This is an optimization exercise on Yosys and OpenROAD, whose aim is a short achievable clock period and few clock cycles, not a production implementation.
Only simulation tests tie the RTL to the original design; equivalence was not proved.
Power and IR drop assume default switching activity.

==> inputs of run a <==
## mips_core
module mips_core (
    input             clock,
    input             reset,
    output     [31:2] mem_addr,
    output            mem_we,
    output      [3:0] mem_be,      
    output     [31:0] mem_wdata,
    input      [31:0] mem_rdata
);
    localparam L_B = 3'd0, L_H = 3'd1, L_WL = 3'd2, L_W = 3'd3, L_BU = 3'd4,
               L_HU = 3'd5, L_WR = 3'd6;
    localparam S_B = 3'd0, S_H = 3'd1, S_WL = 3'd2, S_W = 3'd3, S_WR = 3'd4;
    localparam B_EQ = 3'd0, B_NE = 3'd1, B_LEZ = 3'd2, B_GTZ = 3'd3,
               B_LTZ = 3'd4, B_GEZ = 3'd5;
    reg [31:2] maddr;
    reg        o_we;
    reg  [3:0] o_be;
    reg [31:0] o_wdata;
    reg [31:2] fpc;
    reg        d_valid;
    reg [31:0] d_ir;
    reg [31:2] d_pc;
    reg        e_wr;         
    reg  [4:0] e_dst;
    reg [31:0] e_a;
    reg [31:0] e_b;
    reg [31:0] e_rt;
    reg  [4:0] e_shamt;
    reg        e_s_add, e_s_sub, e_s_and, e_s_or, e_s_xor, e_s_nor,
               e_s_slt, e_s_sltu, e_s_sll, e_s_srl, e_s_sra, e_s_b, e_s_one;
    reg        e_ovadd, e_ovsub;
    reg        e_late;       
    reg        e_memop;      
    reg        e_store;
    reg  [2:0] e_lkind;
    reg  [2:0] e_skind;
    reg        e_br;         
    reg  [2:0] e_bkind;
    reg        e_pred;       
    reg        e_jr;         
    reg [31:2] e_alt;        
    reg        m_memop;
  ...
Settings: LEC_CHECK=0, CAP_MARGIN=20, CORE_MARGIN=2, CORE_UTILIZATION=40, SLEW_MARGIN=20; clock period 10.0 ns.
standard.sh (not shown) runs the stock make flow with config.mk's settings and CLKGATE_MAP_FILE= SYNTH_SCRIPT=/design/flow/synth_recipe.tcl, a recipe that flattens the netlist after the stock synthesis.
==> flow/flow/run.sh <==
#!/bin/bash
# The standard ORFS layout (the standard.sh: standard synthesis, floorplan,
# placement, CTS, routing), with timing repair asked to aim for a 3.2 ns
# period: ORFS only repairs paths whose slack is below SETUP_SLACK_MARGIN, so
# at the design's 10 ns clock its default effort stops well short of what
# the design can reach. The clock, constraints and everything else are the
# standard flow's. make's full output goes to standard.log here; ORFS keeps
# each step's own log under orfs/logs.
set -euo pipefail
bash standard.sh SETUP_SLACK_MARGIN=6.8 finish > standard.log 2>&1
==> run b (differences from run a) <==
--- a/flow/design.v
+++ b/flow/design.v
@@ -16,13 +16,14 @@
     reg        o_we;
     reg  [3:0] o_be;
     reg [31:0] o_wdata;
     reg [31:2] fpc;
     reg        d_valid;
     reg [31:0] d_ir;
-    reg [31:2] d_pc;
+    reg [31:2] d_pc1;       
+    reg [31:2] d_pc2;       
     reg        e_wr;         
     reg  [4:0] e_dst;
     reg [31:0] e_a;
     reg [31:0] e_b;
     reg [31:0] e_rt;
     reg  [4:0] e_shamt;
@@ -163,24 +164,23 @@
                          (e_ovsub & (e_a[31] != e_b[31]) & (diff[31] != e_a[31]));
     wire        slt    = (e_a[31] != e_b[31]) ? e_a[31] : diff[31];
     wire        sltu   = ~diff_co;
     wire [31:0] shl    = e_b << e_shamt;
     wire [31:0] shr    = e_b >> e_shamt;
     wire [31:0] sha    = $signed(e_b) >>> e_shamt;
-    wire [31:0] ex_result =
-        ({32{e_s_add}}  & sum)          |
-        ({32{e_s_sub}}  & diff)   |
+    wire [31:0] ex_other =
         ({32{e_s_and}}  & (e_a & e_b))  |
         ({32{e_s_or}}   & (e_a | e_b))  |
         ({32{e_s_xor}}  & (e_a ^ e_b))  |
         ({32{e_s_nor}}  & ~(e_a | e_b)) |
         ({32{e_s_sll}}  & shl)          |
         ({32{e_s_srl}}  & shr)          |
         ({32{e_s_sra}}  & sha)          |
-        ({32{e_s_b}}    & e_b)          |
-        {31'd0, (e_s_slt & slt) | (e_s_sltu & sltu)};
+        ({32{e_s_b}}    & e_b);
+    wire        ex_cmp    = (e_s_slt & slt) | (e_s_sltu & sltu);
+    wire [31:0] ex_result = ({32{e_s_add}} & sum) | ({32{e_s_sub}} & diff) | ex_other | {31'd0, ex_cmp};
     wire ex_wr = e_wr & ~ovf;
     wire a_eq  = (e_a == e_rt);
     wire a_neg = e_a[31];
     wire a_zero = (e_a == 32'd0);
     reg  taken;
     always @* begin
@@ -227,18 +227,28 @@
     wire fm_a = m_wr & (m_dst == rs);
     wire fm_b = m_wr & (m_dst == rt);
     wire [31:0] va_old = fm_a ? m_val : rf_a;
     wire [31:0] vb_old = fm_b ? m_val : rf_b;
     wire [31:0] va = fe_a ? ex_result : va_old;
     wire [31:0] vb = fe_b ? ex_result : vb_old;
+    wire        fb_sel  = fe_b & ~d_link & ~d_useimm;
+    wire        fs_sel  = fe_a & d_varshift;
+    wire [31:0] b_old   = d_link ? {d_pc2, 2'b00} : (d_useimm ? d_imm : vb_old);
+    wire  [4:0] sh_old  = d_varshift ? va_old[4:0] : ins[10:6];
+    wire [31:0] nx_a  = ({32{fe_a & e_s_add}} & sum) | ({32{fe_a & e_s_sub}} & diff) |
+                        ({32{fe_a}} & ex_other) | {31'd0, fe_a & ex_cmp} | ({32{~fe_a}} & va_old);
+    wire [31:0] nx_b  = ({32{fb_sel & e_s_add}} & sum) | ({32{fb_sel & e_s_sub}} & diff) |
+                        ({32{fb_sel}} & ex_other) | {31'd0, fb_sel & ex_cmp} | ({32{~fb_sel}} & b_old);
+    wire [31:0] nx_rt = ({32{fe_b & e_s_add}} & sum) | ({32{fe_b & e_s_sub}} & diff) |
+                        ({32{fe_b}} & ex_other) | {31'd0, fe_b & ex_cmp} | ({32{~fe_b}} & vb_old);
+    wire  [4:0] nx_sh = ({5{fs_sel & e_s_add}} & sum[4:0]) | ({5{fs_sel & e_s_sub}} & diff[4:0]) |
+                        ({5{fs_sel}} & ex_other[4:0]) | {4'd0, fs_sel & ex_cmp} | ({5{~fs_sel}} & sh_old);
     wire load_use = d_valid & e_late & e_wr &
                     ((d_use_rs & (e_dst == rs)) | (d_use_rt & (e_dst == rt)));
     wire fetch_ok = ~m_memop;
     wire adv      = fetch_ok & ~load_use;
-    wire [31:2] d_pc1     = d_pc + 30'd1;
-    wire [31:2] d_pc2     = d_pc + 30'd2;
     wire [31:2] br_target = d_pc1 + simm[29:0];
     wire [31:2] j_target  = {d_pc1[31:28], ins[25:0]};
     wire        d_back    = ins[15];
     wire        d_edep    = e_wr & ((d_use_rs & (e_dst == rs)) | (d_use_rt & (e_dst == rt)));
     wire        d_eq      = (va_old == vb_old);
     wire        d_neg     = va_old[31];
@@ -254,15 +264,16 @@
         default: d_taken = ~d_neg;
         endcase
     end
     wire        d_bpred   = d_back;
     wire        d_ptaken  = d_valid & (d_j | (d_br & d_bpred));
     wire [31:2] d_ptarget = d_j ? j_target : br_target;
+    wire [31:2] fpc1  = fpc + 30'd1;
     wire [31:2] fpc_n = redirect ? redir_addr :
                         (adv & d_ptaken) ? d_ptarget :
-                        adv ? fpc + 30'd1 : fpc;
+                        adv ? fpc1 : fpc;
     reg  [7:0] byte_sel;
     reg [31:0] ld_val;
     wire [15:0] half_sel = m_ba[1] ? mem_rdata[15:0] : mem_rdata[31:16];
     always @* begin
         case (m_ba)
         2'd0: byte_sel = mem_rdata[31:24];
@@ -321,13 +332,14 @@
             if (adv) d_valid <= 1'b0;
         end else if (adv) begin
             d_valid <= 1'b1;
         end
         if (adv) begin
             d_ir <= mem_rdata;
-            d_pc <= fpc;
+            d_pc1 <= fpc1;
+            d_pc2 <= fpc + 30'd2;
         end
     end
     wire go = adv & d_valid;
     always @(posedge clock) begin
         if (reset || !go) begin
             e_wr    <= 1'b0;
@@ -343,17 +355,16 @@
             e_store <= d_store;
             e_br    <= d_br;
             e_jr    <= d_jr;
         end
         begin
             e_dst    <= d_dst;
-            e_a      <= va;
-            e_b      <= (fe_b & ~d_link & ~d_useimm) ? ex_result :
-                        d_link ? {d_pc2, 2'b00} : (d_useimm ? d_imm : vb_old);
-            e_rt     <= vb;
-            e_shamt  <= d_varshift ? va[4:0] : ins[10:6];
+            e_a      <= nx_a;
+            e_b      <= nx_b;
+            e_rt     <= nx_rt;
+            e_shamt  <= nx_sh;
             e_s_add  <= s_add | d_load | d_store;
             e_s_sub  <= s_sub;
             e_s_and  <= s_and;
             e_s_or   <= s_or;
             e_s_xor  <= s_xor;
             e_s_nor  <= s_nor;
@@ -394,52 +405,20 @@
     input  [31:0] a,
     input  [31:0] b,
     input         cin,
     output [31:0] s,
     output        cout
 );
-    wire [31:0] p0 = a ^ b;
-    wire [31:0] g0 = (a & b) | {31'd0, p0[0] & cin};
-    wire [31:0] g1, p1, g2, p2, g3, p3, g4, p4, g5, p5;
-    genvar i;
-    generate
-        for (i = 0; i < 32; i = i + 1) begin : pfx
-            if (i >= 1) begin : l1
-                assign g1[i] = g0[i] | (p0[i] & g0[i-1]);
-                assign p1[i] = p0[i] & p0[i-1];
-            end else begin : l1n
-                assign g1[i] = g0[i];
-                assign p1[i] = p0[i];
-            end
-            if (i >= 2) begin : l2
-                assign g2[i] = g1[i] | (p1[i] & g1[i-2]);
-                assign p2[i] = p1[i] & p1[i-2];
-            end else begin : l2n
-                assign g2[i] = g1[i];
-                assign p2[i] = p1[i];
-            end
-            if (i >= 4) begin : l3
-                assign g3[i] = g2[i] | (p2[i] & g2[i-4]);
-                assign p3[i] = p2[i] & p2[i-4];
-            end else begin : l3n
-                assign g3[i] = g2[i];
-                assign p3[i] = p2[i];
-            end
-            if (i >= 8) begin : l4
-                assign g4[i] = g3[i] | (p3[i] & g3[i-8]);
-                assign p4[i] = p3[i] & p3[i-8];
-            end else begin : l4n
-                assign g4[i] = g3[i];
-                assign p4[i] = p3[i];
-            end
-            if (i >= 16) begin : l5
-                assign g5[i] = g4[i] | (p4[i] & g4[i-16]);
-                assign p5[i] = p4[i] & p4[i-16];
-            end else begin : l5n
-                assign g5[i] = g4[i];
-                assign p5[i] = p4[i];
-            end
-        end
-    endgenerate
-    assign s    = p0 ^ {g5[30:0], cin};
-    assign cout = g5[31];
+    wire [8:0] b0  = {1'b0, a[7:0]}   + {1'b0, b[7:0]}   + {8'd0, cin};
+    wire [8:0] b10 = {1'b0, a[15:8]}  + {1'b0, b[15:8]};
+    wire [8:0] b11 = {1'b0, a[15:8]}  + {1'b0, b[15:8]}  + 9'd1;
+    wire [8:0] b20 = {1'b0, a[23:16]} + {1'b0, b[23:16]};
+    wire [8:0] b21 = {1'b0, a[23:16]} + {1'b0, b[23:16]} + 9'd1;
+    wire [8:0] b30 = {1'b0, a[31:24]} + {1'b0, b[31:24]};
+    wire [8:0] b31 = {1'b0, a[31:24]} + {1'b0, b[31:24]} + 9'd1;
+    wire c8  = b0[8];
+    wire c16 = b10[8] | (b11[8] & c8);
+    wire c24 = b20[8] | (b21[8] & c16);
+    assign cout = b30[8] | (b31[8] & c24);
+    assign s = {c24 ? b31[7:0] : b30[7:0], c16 ? b21[7:0] : b20[7:0],
+                c8 ? b11[7:0] : b10[7:0], b0[7:0]};
 endmodule
==> run c (differences from run a) <==
--- a/flow/design.v
+++ b/flow/design.v
@@ -26,13 +26,13 @@
     reg [31:0] e_b;
     reg [31:0] e_rt;
     reg  [4:0] e_shamt;
     reg        e_s_add, e_s_sub, e_s_and, e_s_or, e_s_xor, e_s_nor,
                e_s_slt, e_s_sltu, e_s_sll, e_s_srl, e_s_sra, e_s_b, e_s_one;
     reg        e_ovadd, e_ovsub;
-    reg        e_late;       
+    reg        e_load;       
     reg        e_memop;      
     reg        e_store;
     reg  [2:0] e_lkind;
     reg  [2:0] e_skind;
     reg        e_br;         
     reg  [2:0] e_bkind;
@@ -151,27 +151,24 @@
         default: ;
         endcase
     end
     reg [31:0] regs [1:31];
     wire [31:0] rf_a = (rs == 5'd0) ? 32'd0 : regs[rs];
     wire [31:0] rf_b = (rt == 5'd0) ? 32'd0 : regs[rt];
-    wire [31:0] sum;
-    wire [31:0] diff;
-    wire        sum_co, diff_co;
-    mips_add32 ADD (.a(e_a), .b(e_b),  .cin(1'b0), .s(sum),  .cout(sum_co));
-    mips_add32 SUB (.a(e_a), .b(~e_b), .cin(1'b1), .s(diff), .cout(diff_co));
+    wire [31:0] sum    = e_a + e_b;
+    wire [32:0] diff   = {1'b0, e_a} - {1'b0, e_b};
     wire        ovf    = (e_ovadd & (e_a[31] == e_b[31]) & (sum[31] != e_a[31])) |
                          (e_ovsub & (e_a[31] != e_b[31]) & (diff[31] != e_a[31]));
     wire        slt    = (e_a[31] != e_b[31]) ? e_a[31] : diff[31];
-    wire        sltu   = ~diff_co;
+    wire        sltu   = diff[32];
     wire [31:0] shl    = e_b << e_shamt;
     wire [31:0] shr    = e_b >> e_shamt;
     wire [31:0] sha    = $signed(e_b) >>> e_shamt;
     wire [31:0] ex_result =
         ({32{e_s_add}}  & sum)          |
-        ({32{e_s_sub}}  & diff)   |
+        ({32{e_s_sub}}  & diff[31:0])   |
         ({32{e_s_and}}  & (e_a & e_b))  |
         ({32{e_s_or}}   & (e_a | e_b))  |
         ({32{e_s_xor}}  & (e_a ^ e_b))  |
         ({32{e_s_nor}}  & ~(e_a | e_b)) |
         ({32{e_s_sll}}  & shl)          |
         ({32{e_s_srl}}  & shr)          |
@@ -225,40 +222,24 @@
     wire fe_a = e_wr & (e_dst == rs);
     wire fe_b = e_wr & (e_dst == rt);
     wire fm_a = m_wr & (m_dst == rs);
     wire fm_b = m_wr & (m_dst == rt);
     wire [31:0] va_old = fm_a ? m_val : rf_a;
     wire [31:0] vb_old = fm_b ? m_val : rf_b;
-    wire [31:0] va = fe_a ? ex_result : va_old;
-    wire [31:0] vb = fe_b ? ex_result : vb_old;
-    wire load_use = d_valid & e_late & e_wr &
+    wire [31:0] va = (fe_a & ~ovf) ? ex_result : va_old;
+    wire [31:0] vb = (fe_b & ~ovf) ? ex_result : vb_old;
+    wire load_use = d_valid & e_load & e_wr &
                     ((d_use_rs & (e_dst == rs)) | (d_use_rt & (e_dst == rt)));
     wire fetch_ok = ~m_memop;
     wire adv      = fetch_ok & ~load_use;
     wire [31:2] d_pc1     = d_pc + 30'd1;
     wire [31:2] d_pc2     = d_pc + 30'd2;
     wire [31:2] br_target = d_pc1 + simm[29:0];
     wire [31:2] j_target  = {d_pc1[31:28], ins[25:0]};
     wire        d_back    = ins[15];
-    wire        d_edep    = e_wr & ((d_use_rs & (e_dst == rs)) | (d_use_rt & (e_dst == rt)));
-    wire        d_eq      = (va_old == vb_old);
-    wire        d_neg     = va_old[31];
-    wire        d_zero    = (va_old == 32'd0);
-    reg         d_taken;
-    always @* begin
-        case (d_bkind)
-        B_EQ:    d_taken = d_eq;
-        B_NE:    d_taken = ~d_eq;
-        B_LEZ:   d_taken = d_neg | d_zero;
-        B_GTZ:   d_taken = ~d_neg & ~d_zero;
-        B_LTZ:   d_taken = d_neg;
-        default: d_taken = ~d_neg;
-        endcase
-    end
-    wire        d_bpred   = d_back;
-    wire        d_ptaken  = d_valid & (d_j | (d_br & d_bpred));
+    wire        d_ptaken  = d_valid & (d_j | (d_br & d_back));
     wire [31:2] d_ptarget = d_j ? j_target : br_target;
     wire [31:2] fpc_n = redirect ? redir_addr :
                         (adv & d_ptaken) ? d_ptarget :
                         adv ? fpc + 30'd1 : fpc;
     reg  [7:0] byte_sel;
     reg [31:0] ld_val;
@@ -328,30 +309,29 @@
         end
     end
     wire go = adv & d_valid;
     always @(posedge clock) begin
         if (reset || !go) begin
             e_wr    <= 1'b0;
-            e_late  <= 1'b0;
+            e_load  <= 1'b0;
             e_memop <= 1'b0;
             e_store <= 1'b0;
             e_br    <= 1'b0;
             e_jr    <= 1'b0;
         end else begin
             e_wr    <= d_wr & (d_dst != 5'd0);
-            e_late  <= d_load | (d_store & s_one) | d_ovadd | d_ovsub;
+            e_load  <= d_load | (d_store & s_one);
             e_memop <= d_load | d_store;
             e_store <= d_store;
             e_br    <= d_br;
             e_jr    <= d_jr;
         end
-        begin
+        if (go) begin
             e_dst    <= d_dst;
             e_a      <= va;
-            e_b      <= (fe_b & ~d_link & ~d_useimm) ? ex_result :
-                        d_link ? {d_pc2, 2'b00} : (d_useimm ? d_imm : vb_old);
+            e_b      <= d_link ? {d_pc2, 2'b00} : (d_useimm ? d_imm : vb);
             e_rt     <= vb;
             e_shamt  <= d_varshift ? va[4:0] : ins[10:6];
             e_s_add  <= s_add | d_load | d_store;
             e_s_sub  <= s_sub;
             e_s_and  <= s_and;
             e_s_or   <= s_or;
@@ -367,13 +347,13 @@
             e_ovadd  <= d_ovadd;
             e_ovsub  <= d_ovsub;
             e_lkind  <= d_lkind;
             e_skind  <= d_skind;
             e_bkind  <= d_bkind;
             e_pred   <= d_back;
-            e_alt    <= d_back ? d_pc2 : br_target;    
+            e_alt    <= d_back ? d_pc2 : br_target;
         end
     end
     always @(posedge clock) begin
         if (reset) begin
             m_memop <= 1'b0;
             m_load  <= 1'b0;
@@ -387,59 +367,6 @@
         m_val   <= e_s_one ? 32'd1 : ex_result;
         m_rt    <= e_rt;
         m_ba    <= ba;
         m_lkind <= e_lkind;
     end
 endmodule
-module mips_add32 (
-    input  [31:0] a,
-    input  [31:0] b,
-    input         cin,
-    output [31:0] s,
-    output        cout
-);
-    wire [31:0] p0 = a ^ b;
-    wire [31:0] g0 = (a & b) | {31'd0, p0[0] & cin};
-    wire [31:0] g1, p1, g2, p2, g3, p3, g4, p4, g5, p5;
-    genvar i;
-    generate
-        for (i = 0; i < 32; i = i + 1) begin : pfx
-            if (i >= 1) begin : l1
-                assign g1[i] = g0[i] | (p0[i] & g0[i-1]);
-                assign p1[i] = p0[i] & p0[i-1];
-            end else begin : l1n
-                assign g1[i] = g0[i];
-                assign p1[i] = p0[i];
-            end
-            if (i >= 2) begin : l2
-                assign g2[i] = g1[i] | (p1[i] & g1[i-2]);
-                assign p2[i] = p1[i] & p1[i-2];
-            end else begin : l2n
-                assign g2[i] = g1[i];
-                assign p2[i] = p1[i];
-            end
-            if (i >= 4) begin : l3
-                assign g3[i] = g2[i] | (p2[i] & g2[i-4]);
-                assign p3[i] = p2[i] & p2[i-4];
-            end else begin : l3n
-                assign g3[i] = g2[i];
-                assign p3[i] = p2[i];
-            end
-            if (i >= 8) begin : l4
-                assign g4[i] = g3[i] | (p3[i] & g3[i-8]);
-                assign p4[i] = p3[i] & p3[i-8];
-            end else begin : l4n
-                assign g4[i] = g3[i];
-                assign p4[i] = p3[i];
-            end
-            if (i >= 16) begin : l5
-                assign g5[i] = g4[i] | (p4[i] & g4[i-16]);
-                assign p5[i] = p4[i] & p4[i-16];
-            end else begin : l5n
-                assign g5[i] = g4[i];
-                assign p5[i] = p4[i];
-            end
-        end
-    endgenerate
-    assign s    = p0 ^ {g5[30:0], cin};
-    assign cout = g5[31];
-endmodule
==> flow/run.sh (new file) <==
#!/bin/bash
# synth_recipe.tcl (not shown) runs the flow's synth.tcl, then flattens the netlist and writes it again
# the make line also repeats each setting of config.mk as NAME=value (left out here)
make -C /OpenROAD-flow-scripts/flow DESIGN_CONFIG=/design/flow/config.mk WORK_HOME=/design/flow/orfs CLKGATE_MAP_FILE= SYNTH_SCRIPT=/design/flow/synth_recipe.tcl finish
ABC_CLOCK_PERIOD_IN_PS = 2500   (was not set)
SETUP_SLACK_MARGIN = 5   (was not set)
removed: flow/flow/run.sh
removed: flow/standard.sh
==> comparison table <==
| item | run c | run a | run b |
|---|---|---|---|
| Core utilization of the finished layout | 0.458 | 0.550 | 0.554 |
| Vias in the first global route | 63018 | 68618 | 69786 |
| Startpoint of the most critical register-to-register path | e_a[7] | e_a[1] | e_a[13] |
| Crit path time final | 5.51 ns | 4.46 ns | 3.85 ns |
| Area added between synthesis and finish | 13.7% | 37.1% | 37.6% |
| Transition at the pin with the smallest max-transition slack | 1.41 ns | 1.51 ns | 1.35 ns |
| Post-synthesis cell area | 84600 um^2 | 82900 um^2 | 84400 um^2 |
| Post-synthesis sequential element count | 1457 | 1457 | 1487 |
| Instance count after placement with tap cells included | 9466 | 9324 | 9539 |
| Post-Synth Adder-Cell Area | 0.0199 | 0.0217 | 0.0218 |
| Clock-cell share | 0.0534 | 0.0459 | 0.0458 |
| Sequential share of cell area | 0.433 | 0.355 | 0.355 |
| Result of the run | timing/DRC/antenna clean | complete, but fails checks | timing/DRC/antenna clean |
| Layout check failures | - | capacitance limit, slew limit | - |
| Per-cell routed wire length | 35.5 um | 41.0 um | 40.9 um |
| Simple-Gate Fraction of Synth Area | 0.110 | 0.113 | 0.118 |
| Top cell class by occupied area | flip-flops and latches | multi-input gates | multi-input gates |
| Fraction of power spent switching nets | 0.329 | 0.372 | 0.369 |
| Largest Pwr Group | sequential cells | combinational logic | combinational logic |
| Mean cell area of the mapped netlist | 12.1 um^2 | 11.8 um^2 | 11.8 um^2 |
| Metal1 wirelength | 124000 um | 134000 um | 136000 um |
| Non-Clock Inverter Count | 180 | 171 | 176 |
| Clk_skew | 0.0637 ns | 0.0824 ns | 0.0884 ns |
| Met1 GRT Util | 0.396 | 0.430 | 0.445 |
| Share of the synthesized area in compound gates (AO/OA/AOI/OAI) | 0.0924 | 0.0960 | 0.0942 |
| Worst rel slew slack | 0.0610 | -0.0100 | 0.0969 |
| Max-Cap Viols | 0 | 2 | 0 |
| Slowest Stage Delay on Critical Path | 0.54 ns | 0.55 ns | 0.54 ns |
Testbench counts of run a, summed over its fixed seeds: cycles 30,161.
Testbench counts of run b, summed over its fixed seeds: cycles 30,161.
Testbench counts of run c, summed over its fixed seeds: cycles 30,061.

what the ideal ports hide:
The results above use ideal ports. As a check the final layouts listed here were re-extracted and re-timed, cells and wires unchanged.
Step 1 assumes that a clkbuf_16 drives the clock port and a buf_2 every other input.
Step 2 also shifts input and output timing later by t, the mid clock arrival at the registers, as if the neighbouring blocks saw the same clock.
a / b / c = ideal ports / drivers / drivers and shift; a / b = the first two.
run | t (ns) | setup slack, ns | clock arrival spread, ns | worst slew at a driven data input, ns | cell pins on the clock port's net
run a | 0.924 | 5.542 / 5.542 / 5.443 | 0.093 / 0.093 | 0.54 | 1
run b | 0.914 | 6.149 / 6.149 / 5.513 | 0.091 / 0.091 | 0.21 | 1
run c | 0.901 | 4.487 / 4.487 / 4.201 | 0.064 / 0.064 | 0.06 | 1
The setup slack of run b, which loses most, moves by 0.000 ns with the drivers and by -0.636 ns with both steps.
